Context: an optimization exercise on an open-source flow, tuned for small area and a short achievable clock period. The choices shown serve that exercise and are no tape-out recipe. RTL that was checked went through simulation tests only; none was proved equivalent to the original.

==> zinc <==
## DCT
module DCT(clk,rst_n,ena,done,
  data_in0,data_in1,data_in2,data_in3,data_in4,data_in5,data_in6,data_in7,
  data_out0,data_out1,data_out2,data_out3,data_out4,data_out5,data_out6,data_out7);
export LEC_CHECK = 0
export CAP_MARGIN = 20
export CORE_MARGIN = 2
export CORE_UTILIZATION = 40
export CTS_CLUSTER_DIAMETER = 70
export CTS_CLUSTER_SIZE = 30
export SETUP_SLACK_MARGIN = 1.75
export SLEW_MARGIN = 20
export SYNTH_HIERARCHICAL = 1
export SYNTH_MINIMUM_KEEP_SIZE = 0
create_clock -name core_clock -period 4.5 [get_ports {clk}]
standard.sh (not shown) runs the stock make flow with config.mk's settings and CLKGATE_MAP_FILE= SYNTH_SCRIPT=/design/flow/synth_recipe.tcl, a recipe that flattens the netlist after the stock synthesis.
==> flow/flow/run.sh <==
#!/bin/bash
# The standard layout, with plain buf_1 cells as the input/output port buffers
# (the standard flow picks a larger delay-buffer cell for them).
set -euo pipefail
export BUFFER_PORTS_ARGS="-buffer_cell sky130_fd_sc_hd__buf_1"
bash standard.sh > standard.log 2>&1
==> inputs of yarrow, as changes to zinc <==
--- a/flow/config.mk
+++ b/flow/config.mk
@@ -10,7 +10,7 @@
 export CORE_UTILIZATION = 40
 export CTS_CLUSTER_DIAMETER = 70
 export CTS_CLUSTER_SIZE = 30
-export SETUP_SLACK_MARGIN = 1.75
+export SETUP_SLACK_MARGIN = 2.0
 export SLEW_MARGIN = 20
 export SYNTH_HIERARCHICAL = 1
 export SYNTH_MINIMUM_KEEP_SIZE = 0
==> summary.txt <==
| item | yarrow | zinc |
|---|---|---|
| WL per Instance | 16.0 um | 15.9 um |
| Met1 layer wirelength in the final routing | 26500 um | 25900 um |
| Most prevalent standard cell on the critical path | sky130_fd_sc_hd__a21o_1 | sky130_fd_sc_hd__xor2_1 |
| Cell with the biggest individual delay on the critical path | sky130_fd_sc_hd__dfxtp_4 | sky130_fd_sc_hd__dfxtp_2 |
| Gp weighted congestion | 0.854 | 0.840 |
| Via count | 18241 | 17776 |
| WL met2 | 31700 um | 31000 um |
| Sequential cell area in the final layout | 7660 um^2 | 7520 um^2 |
| Clk cell area share | 3.58% | 3.61% |
| GR Util All Layers | 17.3% | 17.1% |
| Register share of the cell area | 24.2% | 24.7% |
| Initial DRC count | 578 | 542 |
| Outcome | complete, no violations | complete, no violations |
| Cell Count, Final, Fillers Out | 3922 | 3840 |
| Met2 routing resource usage after global routing | 31.8% | 31.6% |
| DP Area | 29200 um^2 | 29200 um^2 |
| Post-layout worst setup margin | 1.93 ns | 1.83 ns |
| WP data arrival | 3.09 ns | 3.17 ns |
| Number of antenna cells inserted | 3 | 5 |
| Clock-pin slew on the worst setup and hold paths | 0.10 ns | 0.09 ns |
| Fraction of the cycle the final worst path needs | 57.2% | 59.2% |
No functional check of the RTL was part of any run of this note.

========
==> inputs of v31 <==
DCT, a different RTL version from the one above (not shown whole).
==> flow/design.v (excerpt) <==
module DCT(clk,rst_n,ena,done,
  data_in0,data_in1,data_in2,data_in3,data_in4,data_in5,data_in6,data_in7,
  data_out0,data_out1,data_out2,data_out3,data_out4,data_out5,data_out6,data_out7);
==> flow/config.mk <==
export PLATFORM = sky130hd
export DESIGN_NAME = DCT
export DESIGN_NICKNAME = DCT
export VERILOG_FILES = /design/flow/design.v
export SDC_FILE = /design/flow/constraint.sdc
export NUM_CORES = 4
export LEC_CHECK = 0
export CAP_MARGIN = 20
export CORE_MARGIN = 2
export CORE_UTILIZATION = 40
export SLEW_MARGIN = 20
export SYNTH_HIERARCHICAL = 1
export SYNTH_MINIMUM_KEEP_SIZE = 0
==> flow/constraint.sdc <==
create_clock -name core_clock -period 4.5 [get_ports {clk}]
set_input_delay 0.9000 -clock core_clock [delete_from_list [all_inputs] [get_ports {clk}]]
set_output_delay 0.9000 -clock core_clock [all_outputs]
set_load 0.01 [all_outputs]
run.sh (not shown) runs the stock make flow with config.mk's settings and CLKGATE_MAP_FILE= SYNTH_SCRIPT=/design/flow/synth_recipe.tcl, a recipe that flattens the netlist after the stock synthesis.
Stock flow here: none of the scripts above is used.
==> v15 (differences from v31) <==
==> flow/flow/run.sh (new file) <==
#!/bin/bash
# The standard layout, with plain buf_1 cells as the input/output port buffers
# (the standard flow picks a larger delay-buffer cell for them).
set -euo pipefail
export BUFFER_PORTS_ARGS="-buffer_cell sky130_fd_sc_hd__buf_1"
bash standard.sh > standard.log 2>&1
==> flow/standard.sh (new file) <==
#!/bin/bash
# synth_recipe.tcl (not shown) runs the flow's synth.tcl, then flattens the netlist and writes it again
# the make line also repeats each setting of config.mk as NAME=value (left out here)
make -C /OpenROAD-flow-scripts/flow DESIGN_CONFIG=/design/flow/config.mk WORK_HOME=/design/flow/orfs CLKGATE_MAP_FILE= SYNTH_SCRIPT=/design/flow/synth_recipe.tcl "${@:-finish}"
SETUP_SLACK_MARGIN = 1.5   (was not set)
removed: flow/run.sh
==> v24 (differences from v31) <==
SETUP_SLACK_MARGIN = 1.0   (was not set)
==> flow_results.org <==
** Global route
- Met3 track demand over resource :: 3.083%
- The first global-routing pass estimated 96.74 mm of wire.

** Layout
- Area added between synthesis and finish :: 18.73%
- Number of nets in the layout :: 3413
- Post-layout utilization of the core :: 47.76%
- Number of clock-tree buffers in the layout :: 96
- Across the whole layout, multi-input logic makes up 45.25% of the cell area.
- The sequential cells in the finished layout cover a total of 0.01200 mm2.
- Footprint of the multi-input gates :: 0.01572 mm2
- Clock tree buffers and inverters occupy 7.159% of the routed design's cell area.

** Status
- The flow ran to the end and the layout has no timing, DRC or antenna violations.

** Critical path
- Slowest-stage cell, CP :: dfxtp_1
- At the worst endpoint, the required time is 5.02 ns.

** Timing
- Shortest clock period the worst path allows after layout :: 3.311 ns
[end of results for v24]
==> flow_results.org <==
** Global route
- The first global-routing pass estimated 96.71 mm of wire.
- Met3 track demand over resource :: 3.083%

** Critical path
- Slowest-stage cell, CP :: ha_1

** Timing
- The clock period could shrink to 3.538 ns.

** Status
- Status :: timing/DRC/antenna clean

** Layout
- Post-layout utilization of the core :: 47.57%
- Area occupied by registers :: 0.01200 mm2
- Number of clock-tree buffers in the layout :: 96
- The fraction of final cell area spent on clock buffers and inverters in this run is 7.187%.
[end of results for v31]
==> flow_results.org <==
** Critical path
- On the critical path, the stage with the largest delay is an instance of dfxtp_2.

** Global route
- In the global route stage, met3 resource usage came out at 3.380%.
- The first global-routing pass estimated 98.10 mm of wire.

** Layout
- Area added between synthesis and finish :: 15.79%
- Area occupied by registers :: 0.01206 mm2
- Number of clock-tree buffers in the layout :: 92

** Status
- The run finished with no timing, DRC or antenna violations.
[end of results for v15]

========
==> run a <==
Another version of the RTL of DCT (not shown whole).
==> flow/design.v (excerpt) <==
module DCT(clk,rst_n,ena,done,
  data_in0,data_in1,data_in2,data_in3,data_in4,data_in5,data_in6,data_in7,
  data_out0,data_out1,data_out2,data_out3,data_out4,data_out5,data_out6,data_out7);
Settings: LEC_CHECK=0, CAP_MARGIN=20, CORE_MARGIN=2, CORE_UTILIZATION=40, SETUP_SLACK_MARGIN=1.5, SLEW_MARGIN=20, SYNTH_HIERARCHICAL=1, SYNTH_MINIMUM_KEEP_SIZE=0; clock period 4.5 ns.
standard.sh (not shown) runs the stock make flow with config.mk's settings and CLKGATE_MAP_FILE= SYNTH_SCRIPT=/design/flow/synth_recipe.tcl, a recipe that flattens the netlist after the stock synthesis.
==> flow/flow/run.sh <==
#!/bin/bash
# The standard layout, with plain buf_1 cells as the input/output port buffers
# (the standard flow picks a larger delay-buffer cell for them).
set -euo pipefail
export BUFFER_PORTS_ARGS="-buffer_cell sky130_fd_sc_hd__buf_1"
bash standard.sh > standard.log 2>&1
==> inputs of run b, as changes to run a <==
Settings changed: CTS_CLUSTER_DIAMETER set to 70, CTS_CLUSTER_SIZE set to 30, SETUP_SLACK_MARGIN 1.5 to 1.75.
==> results.py <==
metrics = {
    "sta": {
        "fmax_mhz": 361,
        "finalCritPeriodShare": 0.616,
    },
    "route": {
        "drt_iter0_markers": 537,
        "wl_met2_um": 26300,
    },
    "global_route": {
        "grt_first_pass_wirelength_um": 88800,
    },
    "run_status": {
        "status": "timing/DRC/antenna clean",
    },
    "cells_and_area": {
        "multi_input_area_share": 0.538,
    },
    "cts": {
        "clk_pin_slew_ps": 80,
        "post_cts_buffers": 11,
    },
}
the above is filed under run b

==> results.py <==
metrics = {
    "run_status": {
        "status": "timing/DRC/antenna clean",
    },
    "sta": {
        "finalCritPeriodShare": 0.653,
        "fmax_mhz": 340,
    },
    "route": {
        "wl_met2_um": 25900,
        "drt_iter0_markers": 392,
    },
    "cts": {
        "post_cts_buffers": 0,
        "htreeDepth": 2,
    },
    "cells_and_area": {
        "design.seq.count": 438,
    },
    "yosys": {
        "synth_top_family_by_area": "adder cells",
    },
}
the above is filed under run a

Function was not checked in any run of this note: the RTL went through the layout flow alone.

========
==> run Y <==
Another version of the RTL of DCT (not shown whole).
clock: 4.5 ns
lec_check: 0
cap_margin: 20
core_margin: 2
core_utilization: 40
setup_slack_margin: 1.5
slew_margin: 20
synth_hierarchical: 1
synth_minimum_keep_size: 0
Scripts as last shown in full above: flow/flow/run.sh
==> inputs of run K, as changes to run Y <==
Settings changed: ABC_CLOCK_PERIOD_IN_PS from default to 2500.
==> results.json <==
{
  "outcome": "complete, no violations",
  "grt_pass1_vias": 16228,
  "crit_start": "data_in2[2]",
  "dp_slack_ps": 683,
  "cts_sinks": 438,
  "holdBufCountCts": 0,
  "cts_root_buf": "clkbuf_16",
  "synth_simple_gate_area_share": 0.0341,
  "routed_via_density": 4.54,
  "grt_usage": 0.173,
  "final_common_cell": "fa_1",
  "numCtsBuffers": 51,
  "wl_met1_mm": 25.5,
  "ys_warn_count": 7,
  "rr_worst_depth": 6,
  "areaGrowthSynthToFinish_pct": 11.0
}
the above is filed under run Y

==> results.json <==
{
  "outcome": "complete, no violations",
  "wl_met1_mm": 25.5,
  "dp_slack_ps": 683,
  "ys_warn_count": 7,
  "grt_usage": 0.173,
  "grt_pass1_vias": 16228,
  "rr_worst_depth": 6,
  "final_common_cell": "fa_1"
}
the above is filed under run K

No functional check of the RTL was part of any run of this note.

========
==> inputs of v37 <==
DCT, a different RTL version from the one above (not shown whole).
==> flow/config.mk <==
export PLATFORM = sky130hd
export DESIGN_NAME = DCT
export DESIGN_NICKNAME = DCT
export VERILOG_FILES = /design/flow/design.v
export SDC_FILE = /design/flow/constraint.sdc
export NUM_CORES = 4
export LEC_CHECK = 0
export CAP_MARGIN = 20
export CORE_MARGIN = 2
export CORE_UTILIZATION = 40
export CTS_CLUSTER_DIAMETER = 70
export CTS_CLUSTER_SIZE = 30
export SETUP_SLACK_MARGIN = 1.75
export SLEW_MARGIN = 20
export SYNTH_HIERARCHICAL = 1
export SYNTH_MINIMUM_KEEP_SIZE = 0
export TNS_END_PERCENT = 50
==> flow/constraint.sdc <==
create_clock -name core_clock -period 4.5 [get_ports {clk}]
set_input_delay 0.9000 -clock core_clock [delete_from_list [all_inputs] [get_ports {clk}]]
set_output_delay 0.9000 -clock core_clock [all_outputs]
set_load 0.01 [all_outputs]
Scripts as last shown in full above: flow/flow/run.sh
==> v23 (differences from v37) <==
SETUP_SLACK_MARGIN = 1.5   (was 1.75)
TNS_END_PERCENT = not set   (was 50)
==> qor summary <==
item                                                                             v23             v37
Via count of the first global-routing pass                                     15.5k           15.6k
Final core occ                                                                 43.9%           44.7%
Ratio of routed vias to standard cells                                          4.51            4.54
Non-clk buf share                                                              3.21%           3.96%
Sum of routed wire length over all layers                                   51300 um        52500 um
Status                                                                finished clean  finished clean
Worst path arrival time                                                      3.38 ns         3.28 ns
Worst R2R Path Depth                                                              11               9
Levels on crit path                                                               11               9
First-pass GRT wire length                                                  83500 um        83500 um
Post-cts sizing count                                                             21             106
All-Layer GR Usage                                                             16.6%           16.7%
Ratio of cells with drive above 1 in the final layout                          4.93%           8.34%
Share of final layout cell area taken by clock buffers and inverters           4.22%           3.90%
Total buffers and inverters traversed by the critical path                         3               1
Share of the final layout cell area in sequential cells                        27.3%           27.3%

========
==> inputs of indigo <==
Another version of the RTL of DCT (not shown whole).
==> flow/config.mk <==
export PLATFORM = sky130hd
export DESIGN_NAME = DCT
export DESIGN_NICKNAME = DCT
export VERILOG_FILES = /design/flow/design.v
export SDC_FILE = /design/flow/constraint.sdc
export NUM_CORES = 4
export LEC_CHECK = 0
export CAP_MARGIN = 20
export CORE_MARGIN = 2
export CORE_UTILIZATION = 40
export CTS_CLUSTER_DIAMETER = 70
export CTS_CLUSTER_SIZE = 30
export SETUP_SLACK_MARGIN = 1.75
export SLEW_MARGIN = 20
export SYNTH_HIERARCHICAL = 1
export SYNTH_MINIMUM_KEEP_SIZE = 0
==> flow/constraint.sdc <==
create_clock -name core_clock -period 4.5 [get_ports {clk}]
set_input_delay 0.9000 -clock core_clock [delete_from_list [all_inputs] [get_ports {clk}]]
set_output_delay 0.9000 -clock core_clock [all_outputs]
set_load 0.01 [all_outputs]
Scripts as last shown in full above: flow/flow/run.sh
==> cedar (differences from indigo) <==
--- a/flow/design.v
+++ b/flow/design.v
@@ -3528,25 +3528,25 @@
   ru <= {u_g838, u_q849, u_q848, u_q847, u_q846, u_q845, u_q844, u_q843, u_q842, u_q841, u_q840, s779};
   rv <= {v_g959, v_q970, v_q969, v_q968, v_q967, v_q966, v_q965, v_q964, v_q963, v_q962, v_q961, s900};
   ry0 <= {y0_g2125, y0_q2151, y0_q2150, y0_q2149, y0_q2148, y0_q2147, y0_q2146, y0_q2145, y0_q2144, y0_q2143, y0_q2142, y0_q2141, y0_q2140, y0_q2139, s2072, rs[0]};
   ry1 <= {y1_g1722, y1_q1748, y1_q1747, y1_q1746, y1_q1745, y1_q1744, y1_q1743, y1_q1742, y1_q1741, y1_q1740, y1_q1739, y1_q1738, y1_q1737, y1_q1736, s1663, rya1[0]};
   ry2 <= {y2_g2353, y2_q2366, y2_q2365, y2_q2364, y2_q2363, y2_q2362, y2_q2361, y2_q2360, y2_q2359, y2_q2358, y2_q2357, y2_q2356, y2_q2355, s2291, ru[0]};
-  ry3 <= {y3_g1837, ~y3_q1852, ~y3_q1851, ~y3_q1850, ~y3_q1849, ~y3_q1848, ~y3_q1847, ~y3_q1846, ~y3_q1845, ~y3_q1844, ~y3_q1843, ~y3_q1842, ~y3_q1841, ~y3_q1840, ~y3_q1839, s1750};
-  ry4 <= {y4_g2236, ~y4_q2262, ~y4_q2261, ~y4_q2260, ~y4_q2259, ~y4_q2258, ~y4_q2257, ~y4_q2256, ~y4_q2255, ~y4_q2254, ~y4_q2253, ~y4_q2252, ~y4_q2251, ~y4_q2250, s2177, rd[0]};
+  ry3 <= {y3_g1837, y3_q1852, y3_q1851, y3_q1850, y3_q1849, y3_q1848, y3_q1847, y3_q1846, y3_q1845, y3_q1844, y3_q1843, y3_q1842, y3_q1841, y3_q1840, y3_q1839, s1750};
+  ry4 <= {y4_g2236, y4_q2262, y4_q2261, y4_q2260, y4_q2259, y4_q2258, y4_q2257, y4_q2256, y4_q2255, y4_q2254, y4_q2253, y4_q2252, y4_q2251, y4_q2250, s2177, rd[0]};
   ry5 <= {y5_g1935, y5_q1950, y5_q1949, y5_q1948, y5_q1947, y5_q1946, y5_q1945, y5_q1944, y5_q1943, y5_q1942, y5_q1941, y5_q1940, y5_q1939, y5_q1938, y5_q1937, s1855};
   ry6 <= {y6_g2454, y6_q2480, y6_q2479, y6_q2478, y6_q2477, y6_q2476, y6_q2475, y6_q2474, y6_q2473, y6_q2472, y6_q2471, y6_q2470, s2408, s2372, rv[0]};
   ry7 <= {y7_g2019, y7_q2045, y7_q2044, y7_q2043, y7_q2042, y7_q2041, y7_q2040, y7_q2039, y7_q2038, y7_q2037, y7_q2036, y7_q2035, y7_q2034, y7_q2033, s1952, rya7[0]};
 end
 wire [15:0] yo0 = {~ry0[15], ry0[14], ry0[13], ry0[12], ry0[11], ry0[10], ry0[9], ry0[8], ry0[7], ry0[6], ry0[5], ry0[4], ry0[3], ry0[2], ry0[1], ry0[0]};
 assign data_out0 = {{3{yo0[15]}}, yo0};
 wire [15:0] yo1 = {~ry1[15], ry1[14], ry1[13], ry1[12], ry1[11], ry1[10], ry1[9], ry1[8], ry1[7], ry1[6], ry1[5], ry1[4], ry1[3], ry1[2], ry1[1], ~ry1[0]};
 assign data_out1 = {{3{yo1[15]}}, yo1};
 wire [15:0] yo2 = {~ry2[14], ry2[13], ry2[12], ry2[11], ry2[10], ry2[9], ry2[8], ry2[7], ry2[6], ry2[5], ry2[4], ry2[3], ry2[2], ry2[1], ry2[0], 1'b0};
 assign data_out2 = {{3{yo2[15]}}, yo2};
-wire [15:0] yo3 = {ry3[15], ry3[14], ry3[13], ry3[12], ry3[11], ry3[10], ry3[9], ry3[8], ry3[7], ry3[6], ry3[5], ry3[4], ry3[3], ry3[2], ry3[1], ry3[0]};
+wire [15:0] yo3 = {ry3[15], ~ry3[14], ~ry3[13], ~ry3[12], ~ry3[11], ~ry3[10], ~ry3[9], ~ry3[8], ~ry3[7], ~ry3[6], ~ry3[5], ~ry3[4], ~ry3[3], ~ry3[2], ~ry3[1], ry3[0]};
 assign data_out3 = {{3{yo3[15]}}, yo3};
-wire [15:0] yo4 = {ry4[15], ry4[14], ry4[13], ry4[12], ry4[11], ry4[10], ry4[9], ry4[8], ry4[7], ry4[6], ry4[5], ry4[4], ry4[3], ry4[2], ry4[1], ry4[0]};
+wire [15:0] yo4 = {ry4[15], ~ry4[14], ~ry4[13], ~ry4[12], ~ry4[11], ~ry4[10], ~ry4[9], ~ry4[8], ~ry4[7], ~ry4[6], ~ry4[5], ~ry4[4], ~ry4[3], ~ry4[2], ry4[1], ry4[0]};
 assign data_out4 = {{3{yo4[15]}}, yo4};
 wire [15:0] yo5 = {~ry5[15], ry5[14], ry5[13], ry5[12], ry5[11], ry5[10], ry5[9], ry5[8], ry5[7], ry5[6], ry5[5], ry5[4], ry5[3], ry5[2], ry5[1], ry5[0]};
 assign data_out5 = {{3{yo5[15]}}, yo5};
 wire [15:0] yo6 = {~ry6[14], ry6[13], ry6[12], ry6[11], ry6[10], ry6[9], ry6[8], ry6[7], ry6[6], ry6[5], ry6[4], ry6[3], ry6[2], ~ry6[1], ry6[0], 1'b0};
 assign data_out6 = {{3{yo6[15]}}, yo6};
--- a/flow/config.mk
+++ b/flow/config.mk
@@ -12,5 +12,6 @@
 export CTS_CLUSTER_SIZE = 30
 export SETUP_SLACK_MARGIN = 1.75
 export SLEW_MARGIN = 20
 export SYNTH_HIERARCHICAL = 1
 export SYNTH_MINIMUM_KEEP_SIZE = 0
+export TNS_END_PERCENT = 20
==> tundra (differences from indigo) <==
--- a/flow/design.v
+++ b/flow/design.v
@@ -3528,25 +3528,25 @@
   ru <= {u_g838, u_q849, u_q848, u_q847, u_q846, u_q845, u_q844, u_q843, u_q842, u_q841, u_q840, s779};
   rv <= {v_g959, v_q970, v_q969, v_q968, v_q967, v_q966, v_q965, v_q964, v_q963, v_q962, v_q961, s900};
   ry0 <= {y0_g2125, y0_q2151, y0_q2150, y0_q2149, y0_q2148, y0_q2147, y0_q2146, y0_q2145, y0_q2144, y0_q2143, y0_q2142, y0_q2141, y0_q2140, y0_q2139, s2072, rs[0]};
   ry1 <= {y1_g1722, y1_q1748, y1_q1747, y1_q1746, y1_q1745, y1_q1744, y1_q1743, y1_q1742, y1_q1741, y1_q1740, y1_q1739, y1_q1738, y1_q1737, y1_q1736, s1663, rya1[0]};
   ry2 <= {y2_g2353, y2_q2366, y2_q2365, y2_q2364, y2_q2363, y2_q2362, y2_q2361, y2_q2360, y2_q2359, y2_q2358, y2_q2357, y2_q2356, y2_q2355, s2291, ru[0]};
-  ry3 <= {y3_g1837, ~y3_q1852, ~y3_q1851, ~y3_q1850, ~y3_q1849, ~y3_q1848, ~y3_q1847, ~y3_q1846, ~y3_q1845, ~y3_q1844, ~y3_q1843, ~y3_q1842, ~y3_q1841, ~y3_q1840, ~y3_q1839, s1750};
-  ry4 <= {y4_g2236, ~y4_q2262, ~y4_q2261, ~y4_q2260, ~y4_q2259, ~y4_q2258, ~y4_q2257, ~y4_q2256, ~y4_q2255, ~y4_q2254, ~y4_q2253, ~y4_q2252, ~y4_q2251, ~y4_q2250, s2177, rd[0]};
+  ry3 <= {y3_g1837, y3_q1852, y3_q1851, y3_q1850, y3_q1849, y3_q1848, y3_q1847, y3_q1846, y3_q1845, y3_q1844, y3_q1843, y3_q1842, y3_q1841, y3_q1840, y3_q1839, s1750};
+  ry4 <= {y4_g2236, y4_q2262, y4_q2261, y4_q2260, y4_q2259, y4_q2258, y4_q2257, y4_q2256, y4_q2255, y4_q2254, y4_q2253, y4_q2252, y4_q2251, y4_q2250, s2177, rd[0]};
   ry5 <= {y5_g1935, y5_q1950, y5_q1949, y5_q1948, y5_q1947, y5_q1946, y5_q1945, y5_q1944, y5_q1943, y5_q1942, y5_q1941, y5_q1940, y5_q1939, y5_q1938, y5_q1937, s1855};
   ry6 <= {y6_g2454, y6_q2480, y6_q2479, y6_q2478, y6_q2477, y6_q2476, y6_q2475, y6_q2474, y6_q2473, y6_q2472, y6_q2471, y6_q2470, s2408, s2372, rv[0]};
   ry7 <= {y7_g2019, y7_q2045, y7_q2044, y7_q2043, y7_q2042, y7_q2041, y7_q2040, y7_q2039, y7_q2038, y7_q2037, y7_q2036, y7_q2035, y7_q2034, y7_q2033, s1952, rya7[0]};
 end
 wire [15:0] yo0 = {~ry0[15], ry0[14], ry0[13], ry0[12], ry0[11], ry0[10], ry0[9], ry0[8], ry0[7], ry0[6], ry0[5], ry0[4], ry0[3], ry0[2], ry0[1], ry0[0]};
 assign data_out0 = {{3{yo0[15]}}, yo0};
 wire [15:0] yo1 = {~ry1[15], ry1[14], ry1[13], ry1[12], ry1[11], ry1[10], ry1[9], ry1[8], ry1[7], ry1[6], ry1[5], ry1[4], ry1[3], ry1[2], ry1[1], ~ry1[0]};
 assign data_out1 = {{3{yo1[15]}}, yo1};
 wire [15:0] yo2 = {~ry2[14], ry2[13], ry2[12], ry2[11], ry2[10], ry2[9], ry2[8], ry2[7], ry2[6], ry2[5], ry2[4], ry2[3], ry2[2], ry2[1], ry2[0], 1'b0};
 assign data_out2 = {{3{yo2[15]}}, yo2};
-wire [15:0] yo3 = {ry3[15], ry3[14], ry3[13], ry3[12], ry3[11], ry3[10], ry3[9], ry3[8], ry3[7], ry3[6], ry3[5], ry3[4], ry3[3], ry3[2], ry3[1], ry3[0]};
+wire [15:0] yo3 = {ry3[15], ~ry3[14], ~ry3[13], ~ry3[12], ~ry3[11], ~ry3[10], ~ry3[9], ~ry3[8], ~ry3[7], ~ry3[6], ~ry3[5], ~ry3[4], ~ry3[3], ~ry3[2], ~ry3[1], ry3[0]};
 assign data_out3 = {{3{yo3[15]}}, yo3};
-wire [15:0] yo4 = {ry4[15], ry4[14], ry4[13], ry4[12], ry4[11], ry4[10], ry4[9], ry4[8], ry4[7], ry4[6], ry4[5], ry4[4], ry4[3], ry4[2], ry4[1], ry4[0]};
+wire [15:0] yo4 = {ry4[15], ~ry4[14], ~ry4[13], ~ry4[12], ~ry4[11], ~ry4[10], ~ry4[9], ~ry4[8], ~ry4[7], ~ry4[6], ~ry4[5], ~ry4[4], ~ry4[3], ~ry4[2], ry4[1], ry4[0]};
 assign data_out4 = {{3{yo4[15]}}, yo4};
 wire [15:0] yo5 = {~ry5[15], ry5[14], ry5[13], ry5[12], ry5[11], ry5[10], ry5[9], ry5[8], ry5[7], ry5[6], ry5[5], ry5[4], ry5[3], ry5[2], ry5[1], ry5[0]};
 assign data_out5 = {{3{yo5[15]}}, yo5};
 wire [15:0] yo6 = {~ry6[14], ry6[13], ry6[12], ry6[11], ry6[10], ry6[9], ry6[8], ry6[7], ry6[6], ry6[5], ry6[4], ry6[3], ry6[2], ~ry6[1], ry6[0], 1'b0};
 assign data_out6 = {{3{yo6[15]}}, yo6};
--- a/flow/config.mk
+++ b/flow/config.mk
@@ -12,5 +12,6 @@
 export CTS_CLUSTER_SIZE = 30
 export SETUP_SLACK_MARGIN = 1.75
 export SLEW_MARGIN = 20
 export SYNTH_HIERARCHICAL = 1
 export SYNTH_MINIMUM_KEEP_SIZE = 0
+export TNS_END_PERCENT = 10
==> comparison table <==
Status: tundra timing/DRC/antenna clean; cedar timing/DRC/antenna clean; indigo timing/DRC/antenna clean
Worst slack after detailed placement: tundra 1320 ps; cedar 1320 ps; indigo 1300 ps
Final worst path period share: tundra 64.2%; cedar 62.2%; indigo 63.6%
Number of distinct library cells after synthesis: tundra 12; cedar 12; indigo 13
CTS buffer count: tundra 31; cedar 31; indigo 34
Mean number of vias per cell: tundra 4.52; cedar 4.53; indigo 4.53
Number of gates on the worst path with buffers counted: tundra 8; cedar 9; indigo 9
Proportion of final cell area spent on non-clock buffers: tundra 3.38%; cedar 3.57%; indigo 4.75%
Yosys top cell area share: tundra 29.3%; cedar 29.3%; indigo 29.4%
Share of final-layout standard cells stronger than drive strength 1: tundra 6.54%; cedar 7.39%; indigo 9.75%
Number of antenna violations at the first check in global routing: tundra 12; cedar 12; indigo 11
Crit path buf inv count: tundra 0; cedar 1; indigo 1
Routed met1 length: tundra 24100 um; cedar 24300 um; indigo 24400 um
Reg-to-reg endpoint: tundra rs[7]; cedar rd[9]; indigo rd[9]
Net count of the finished layout: tundra 2966; cedar 2974; indigo 2993
Share of the final layout cell area in sequential cells: tundra 27.4%; cedar 27.4%; indigo 27.0%
Multi-input gate area in the final layout: tundra 15800 um2; cedar 15900 um2; indigo 15900 um2
No functional check of the RTL was part of indigo.

==> separate check: timing with driven ports <==
The flow's constraints put no driver on any port. The routed layouts listed below were extracted and timed again, unchanged, in two steps.
Step 1 (the two cells are an assumption about what drives the block):
set clk [get_ports {clk}]
set_driving_cell -lib_cell sky130_fd_sc_hd__clkbuf_16 $clk
set_driving_cell -lib_cell sky130_fd_sc_hd__buf_2 [delete_from_list [all_inputs] $clk]
Step 2, shift: input delay + t, output delay - t, t = (earliest + latest rising clock arrival at the registers) / 2. This alone moves slack from input paths to output paths.
a / b / c = ideal ports / drivers / drivers and shift; a / b = the first two.
run | shift t [ns] | setup slack, ns | worst setup path at the end
zinc | 0.667 | 1.834 / 1.834 / 1.728 | input to register
yarrow | 0.661 | 1.926 / 1.926 / 1.714 | input to register
v31 | 0.657 | 0.962 / 0.962 / 0.962 | register to register
v15 | 0.666 | 1.447 / 1.447 / 1.447 | register to register
v24 | 0.655 | 1.189 / 1.189 / 1.189 | register to register
run a | 0.643 | 1.562 / 1.550 / 0.908 | input to register
run b | 0.618 | 1.726 / 1.705 / 1.087 | input to register
run Y | 0.660 | 1.411 / 1.430 / 0.770 | input to register
run K | 0.660 | 1.411 / 1.430 / 0.770 | input to register
v37 | 0.649 | 1.701 / 1.701 / 1.601 | input to register
v23 | 0.659 | 1.605 / 1.605 / 1.534 | input to register
indigo | 0.605 | 1.636 / 1.636 / 1.599 | input to register
cedar | 0.651 | 1.702 / 1.702 / 1.607 | input to register
tundra | 0.652 | 1.611 / 1.611 / 1.611 | register to register
After both steps setup and hold are still met in every run listed. The setup slack of run a, which loses most, moves by -0.012 ns with the drivers and by -0.654 ns with both steps.
